Source: an optimization exercise on an open RTL-to-GDS flow (aim: small area and a short achievable clock period). Production flows keep margins and buffers that such runs may drop.
The RTL was checked by simulation tests, not by an equivalence proof against the original design.
No driver is modelled on the clock port, so clocking that relies on it looks cheaper here than on a real chip.

== build 53 ==
## c6288
module c6288 (clk, reset, N1_wire, N18_wire, N35_wire, N52_wire, N69_wire, N86_wire, N103_wire, N120_wire, N137_wire, N154_wire, N171_wire, N188_wire, N205_wire, N222_wire, N239_wire, N256_wire, N273_wire, N290_wire, N307_wire, N324_wire, N341_wire, N358_wire, N375_wire, N392_wire, N409_wire, N426_wire, N443_wire, N460_wire, N477_wire, N494_wire, N511_wire, N528_wire,
  N545, N1581, N1901, N2223, N2548, N2877, N3211, N3552, N3895, N4241, N4591, N4946, N5308, N5672, N5971, N6123, N6150, N6160, N6170, N6180, N6190, N6200, N6210, N6220, N6230, N6240, N6250, N6260, N6270, N6280, N6288, N6287);
For scale: about 66 I/O pins.
export LEC_CHECK = 0
export CAP_MARGIN = 20
export CORE_MARGIN = 2
export CORE_UTILIZATION = 40
export CTS_BUF_LIST = sky130_fd_sc_hd__clkbuf_4 sky130_fd_sc_hd__clkbuf_8
export SLEW_MARGIN = 20
export SYNTH_HIERARCHICAL = 1
create_clock -name core_clock -period 14.0 [get_ports {clk}]
standard.sh (not shown) runs the stock make flow with config.mk's settings and CLKGATE_MAP_FILE= SYNTH_SCRIPT=/design/flow/synth_recipe.tcl, a recipe that flattens the netlist after the stock synthesis.
==> flow/flow/run.sh <==
#!/bin/bash
# Own layout flow, built on the standard flow (standard.sh):
#  1. the standard synthesis;
#  2. every combinational cell set to the smallest size of its footprint
#     (flow/downsize.py); the resizer upsizes where timing needs it;
#  3. the standard flow up to CTS, with extra ORFS make variables from
#     flow/extra.txt (a setup margin, so that repair_timing works towards a
#     short period rather than only the 14 ns clock; port buffers of buf_1);
#  5. the rest of the standard flow (global route, repair, detailed route).
# Each step's full output goes to a log file of its own in the work folder.
set -euo pipefail
mapfile -t EXTRA < <(grep -v '^#' flow/extra.txt | grep .)
RES=orfs/results/$FLOW_PLATFORM/c6288/base
PLAT=$FLOW_HOME/platforms/$FLOW_PLATFORM
bash standard.sh synth > synth.log 2>&1
python3 flow/downsize.py $PLAT/lib/sky130_fd_sc_hd__tt_025C_1v80.lib $RES/1_2_yosys.v > downsize.log 2>&1
rm -f $RES/1_synth.odb $RES/1_synth.sdc
bash standard.sh cts "${EXTRA[@]}" > place_cts.log 2>&1
RES=$RES SKEW_CELLS="$(cat flow/skew_cells.txt)" LAUNCH_GROUPS=$(cat flow/launch_groups.txt) LAUNCH_CELL=sky130_fd_sc_hd__clkbuf_16 LIB=$PLAT/lib/sky130_fd_sc_hd__tt_025C_1v80.lib PLATFORM_DIR=$PLAT \
  openroad -no_init -exit flow/skew.tcl > skew.log 2>&1
bash standard.sh finish "${EXTRA[@]}" > route.log 2>&1
==> flow/flow/extra.txt <==
SETUP_SLACK_MARGIN=9.9
BUFFER_PORTS_ARGS=-buffer_cell sky130_fd_sc_hd__buf_1
==> flow/flow/launch_groups.txt <==
2
==> flow/flow/skew.tcl <==
set res $::env(RES)
set cells $::env(SKEW_CELLS)
read_db $res/4_cts.odb
read_liberty $::env(LIB)
read_sdc $res/4_cts.sdc
source $::env(PLATFORM_DIR)/setRC.tcl
set_propagated_clock [all_clocks]
estimate_parasitics -placement
report_clock_skew
set block [ord::get_db_block]
set ng $::env(LAUNCH_GROUPS)
if {$ng > 0} {
  set lst {}
  foreach inst [get_cells {ra* one* two* neg*}] {
    set p [get_pins [get_full_name $inst]/CLK]
    set loc [[sta::sta_to_db_inst $inst] getLocation]
    lappend lst [list [lindex $loc 0] [lindex $loc 1] $p]
  }
  set lst [lsort -integer -index 0 $lst]
  set per [expr {([llength $lst] + $ng - 1) / $ng}]
  for {set g 0} {$g < $ng} {incr g} {
    set sub [lrange $lst [expr {$g*$per}] [expr {$g*$per + $per - 1}]]
    set sx 0; set sy 0; set gp {}
    foreach e $sub { incr sx [lindex $e 0]; incr sy [lindex $e 1]; lappend gp [lindex $e 2] }
    set n [llength $sub]
    insert_buffer -buffer_cell $::env(LAUNCH_CELL) -net clk -load_pins $gp \
      -location [list [expr {$sx/$n/1000.0}] [expr {$sy/$n/1000.0}]] \
      -buffer_name launch_clkbuf_$g -net_name launch_clk_$g -load_pins_on_diff_nets
    puts "launch group $g: $n clock pins"
  }
}
# group rp CLK pins by their clock net
set groups [dict create]
foreach inst [get_cells rp*] {
  set pin [get_pins [get_full_name $inst]/CLK]
  set net [get_full_name [get_nets -of_objects $pin]]
  dict lappend groups $net $pin
}
set block [ord::get_db_block]
set gi 0
foreach net [dict keys $groups] {
  incr gi
  set pins [dict get $groups $net]
  # centroid of the loads
  set sx 0; set sy 0; set n 0
  foreach p $pins {
    set i [sta::sta_to_db_inst [get_cells -of_objects $p]]
    set loc [$i getLocation]
    incr sx [lindex $loc 0]; incr sy [lindex $loc 1]; incr n
  }
  set x [expr {$sx / $n / 1000.0}]; set y [expr {$sy / $n / 1000.0}]
  set curnet $net
  set d 0
  foreach cell $cells {
    incr d
    set bn "rpdly_${gi}_$d"
    insert_buffer -buffer_cell $cell -net $curnet -load_pins $pins -location [list $x $y] -buffer_name $bn -net_name "${bn}_net"
    set curnet [get_full_name [get_nets -of_objects [lindex $pins 0]]]
  }
  puts "net $net: [llength $pins] rp clock pins behind $cells"
}
# remove clock buffers left without loads
set changed 1
while {$changed} {
  set changed 0
  foreach inst [$block getInsts] {
    if {![string match "*clkbuf*" [[$inst getMaster] getName]]} continue
    set out [$inst findITerm X]
    if {$out eq "NULL"} continue
    set net [$out getNet]
    if {$net eq "NULL" || [llength [$net getITerms]] <= 1} {
      puts "remove [$inst getName]"
      odb::dbInst_destroy $inst
      if {$net ne "NULL"} { odb::dbNet_destroy $net }
      set changed 1
      break
    }
  }
}
set_placement_padding -global -left 0 -right 0
detailed_placement
check_placement
estimate_parasitics -placement
report_clock_skew
report_checks -path_delay max -digits 3 -format full_clock_expanded -to [all_outputs]
report_checks -path_delay max -digits 3 -format full_clock_expanded -to [get_pins rp*/D]
report_check_types -max_slew -violators
report_clock_latency
foreach p [get_pins -hierarchical */CLK] { if {[get_property $p slew_max] > 0.11} { puts "slow clock pin [get_full_name $p] [get_property $p slew_max]" } }
write_db $res/4_cts.odb
Other scripts of this flow, unchanged in this note and not shown: flow/flow/downsize.py, flow/flow/skew_cells.txt
Build 53 | status: complete | timing, DRC, antenna: pass
Input changes introduced in build 2 (baseline for comparison: build 53):
==> flow/flow/extra.txt <==
SETUP_SLACK_MARGIN=9.7
BUFFER_PORTS_ARGS=-buffer_cell sky130_fd_sc_hd__buf_1
TNS_END_PERCENT=0
Findings:
Per the comparison of build 2 with build 53, first-pass GRT wire length fell by 1.3%, utilization saw a decrease, non-clock buffer count decreased 8.
Measured against each other, build 2 and build 53 differ in worst max-slew margin expressed relative to the limit, the lower figure coming from build 2.
Minimum clock period after layout down 0.0056 ns in build 2 wrt build 53
Routed wire length improves in build 2 relative to build 53.
Between build 2 and build 53, it is build 2 whose hold slack is lower, by 0.020 ns.
The transition time at the pin with the least slew margin reported for build 2 is greater than that of build 53 by 0.017 ns.
Final clock period utilization by the worst path across build 2 and build 53: no real change.
Here is what was changed in the inputs of build 25 compared with build 2.
==> flow/flow/extra.txt <==
SETUP_SLACK_MARGIN=10.1
BUFFER_PORTS_ARGS=-buffer_cell sky130_fd_sc_hd__buf_1
Results
Build 25 completed end to end with timing, DRC and antenna clean. From build 2 to build 25, largest net degree at the start of global routing did not move at all. The post-place instance area in build 25 sits 79 um2 above the value recorded for build 2. Delta (build 25 minus build 2): number of filler instances in the final layout decreased about 2%, HPWL after detailed placement decreased by 1.9% relative to the old numbers.
--- input diff build 25..build 56 ---
--- a/flow/flow/run.sh
+++ b/flow/flow/run.sh
@@ -18,3 +18,3 @@
 bash standard.sh cts "${EXTRA[@]}" > place_cts.log 2>&1
-RES=$RES SKEW_CELLS="$(cat flow/skew_cells.txt)" LAUNCH_GROUPS=$(cat flow/launch_groups.txt) LAUNCH_CELL=sky130_fd_sc_hd__clkbuf_16 LIB=$PLAT/lib/sky130_fd_sc_hd__tt_025C_1v80.lib PLATFORM_DIR=$PLAT \
+RES=$RES SKEW_CELLS="$(cat flow/skew_cells.txt)" LIB=$PLAT/lib/sky130_fd_sc_hd__tt_025C_1v80.lib PLATFORM_DIR=$PLAT \
   openroad -no_init -exit flow/skew.tcl > skew.log 2>&1
==> flow/flow/extra.txt <==
SETUP_SLACK_MARGIN=9.4
BUFFER_PORTS_ARGS=-buffer_cell sky130_fd_sc_hd__buf_1
==> flow/flow/skew.tcl <==
set res $::env(RES)
set cells $::env(SKEW_CELLS)
read_db $res/4_cts.odb
read_liberty $::env(LIB)
read_sdc $res/4_cts.sdc
source $::env(PLATFORM_DIR)/setRC.tcl
set_propagated_clock [all_clocks]
estimate_parasitics -placement
report_clock_skew
# group rp CLK pins by their clock net
set groups [dict create]
foreach inst [get_cells rp*] {
  set pin [get_pins [get_full_name $inst]/CLK]
  set net [get_full_name [get_nets -of_objects $pin]]
  dict lappend groups $net $pin
}
set block [ord::get_db_block]
set gi 0
foreach net [dict keys $groups] {
  incr gi
  set pins [dict get $groups $net]
  # centroid of the loads
  set sx 0; set sy 0; set n 0
  foreach p $pins {
    set i [sta::sta_to_db_inst [get_cells -of_objects $p]]
    set loc [$i getLocation]
    incr sx [lindex $loc 0]; incr sy [lindex $loc 1]; incr n
  }
  set x [expr {$sx / $n / 1000.0}]; set y [expr {$sy / $n / 1000.0}]
  set curnet $net
  set d 0
  foreach cell $cells {
    incr d
    set bn "rpdly_${gi}_$d"
    insert_buffer -buffer_cell $cell -net $curnet -load_pins $pins -location [list $x $y] -buffer_name $bn -net_name "${bn}_net"
    set curnet [get_full_name [get_nets -of_objects [lindex $pins 0]]]
  }
  puts "net $net: [llength $pins] rp clock pins behind $cells"
}
set_placement_padding -global -left 0 -right 0
detailed_placement
check_placement
estimate_parasitics -placement
report_clock_skew
report_checks -path_delay max -digits 3 -format full_clock_expanded -to [all_outputs]
report_checks -path_delay max -digits 3 -format full_clock_expanded -to [get_pins rp*/D]
report_check_types -max_slew -violators
write_db $res/4_cts.odb
removed: flow/flow/launch_groups.txt
[summary]
Going from build 25 to build 56, the minimum period implied by the final worst setup slack was found to have gone up by 0.40 ns.
Build 56 against build 25: netlist area before placement neither gained nor lost much; worst setup slack fell by 0.40 ns.
Met1 global-route usage (build 56 over build 25): decrease, 2.8 points
The lower non-clock buffer count came out of build 56.
Looking at logic depth of the worst setup path including buffers, build 56 sits 13 higher than build 25 does.
Diff build 25 -> build 56: utilization now sits lower, wire length of the first global-routing pass now sits lower.
Arrival time of data at the critical path endpoint, build 56 and build 25: lower on build 25

afterwards: timing with drivers on the ports:
The results above use ideal ports. As a check the final layouts listed here were re-extracted and re-timed, cells and wires unchanged. Step 1 (the two cells are an assumption about what drives the block):
set clk [get_ports {clk}]
set_driving_cell -lib_cell sky130_fd_sc_hd__clkbuf_16 $clk
set_driving_cell -lib_cell sky130_fd_sc_hd__buf_2 [delete_from_list [all_inputs] $clk]
Step 2, shift: input delay + t, output delay - t, t = (earliest + latest rising clock arrival at the registers) / 2. This alone moves slack from input paths to output paths. a / b / c = ideal / step 1 / step 2; a / b = the first two.
run	t, ns	setup slack, ns	latest minus earliest clock arrival (ns)	worst data-port slew with drivers (ns)
build 53	0.443	10.101 / 10.028 / 10.264	0.462 / 0.463	0.04
build 2	0.433	10.107 / 10.041 / 10.108	0.454 / 0.454	0.04
build 25	0.430	10.111 / 10.042 / 10.249	0.441 / 0.442	0.04
build 56	0.531	9.707 / 9.707 / 9.707	0.255 / 0.254	0.04
In build 53, build 2 and build 25 the clock reaches the registers at very different times; t lies between them, and the last value is a rough guide only.
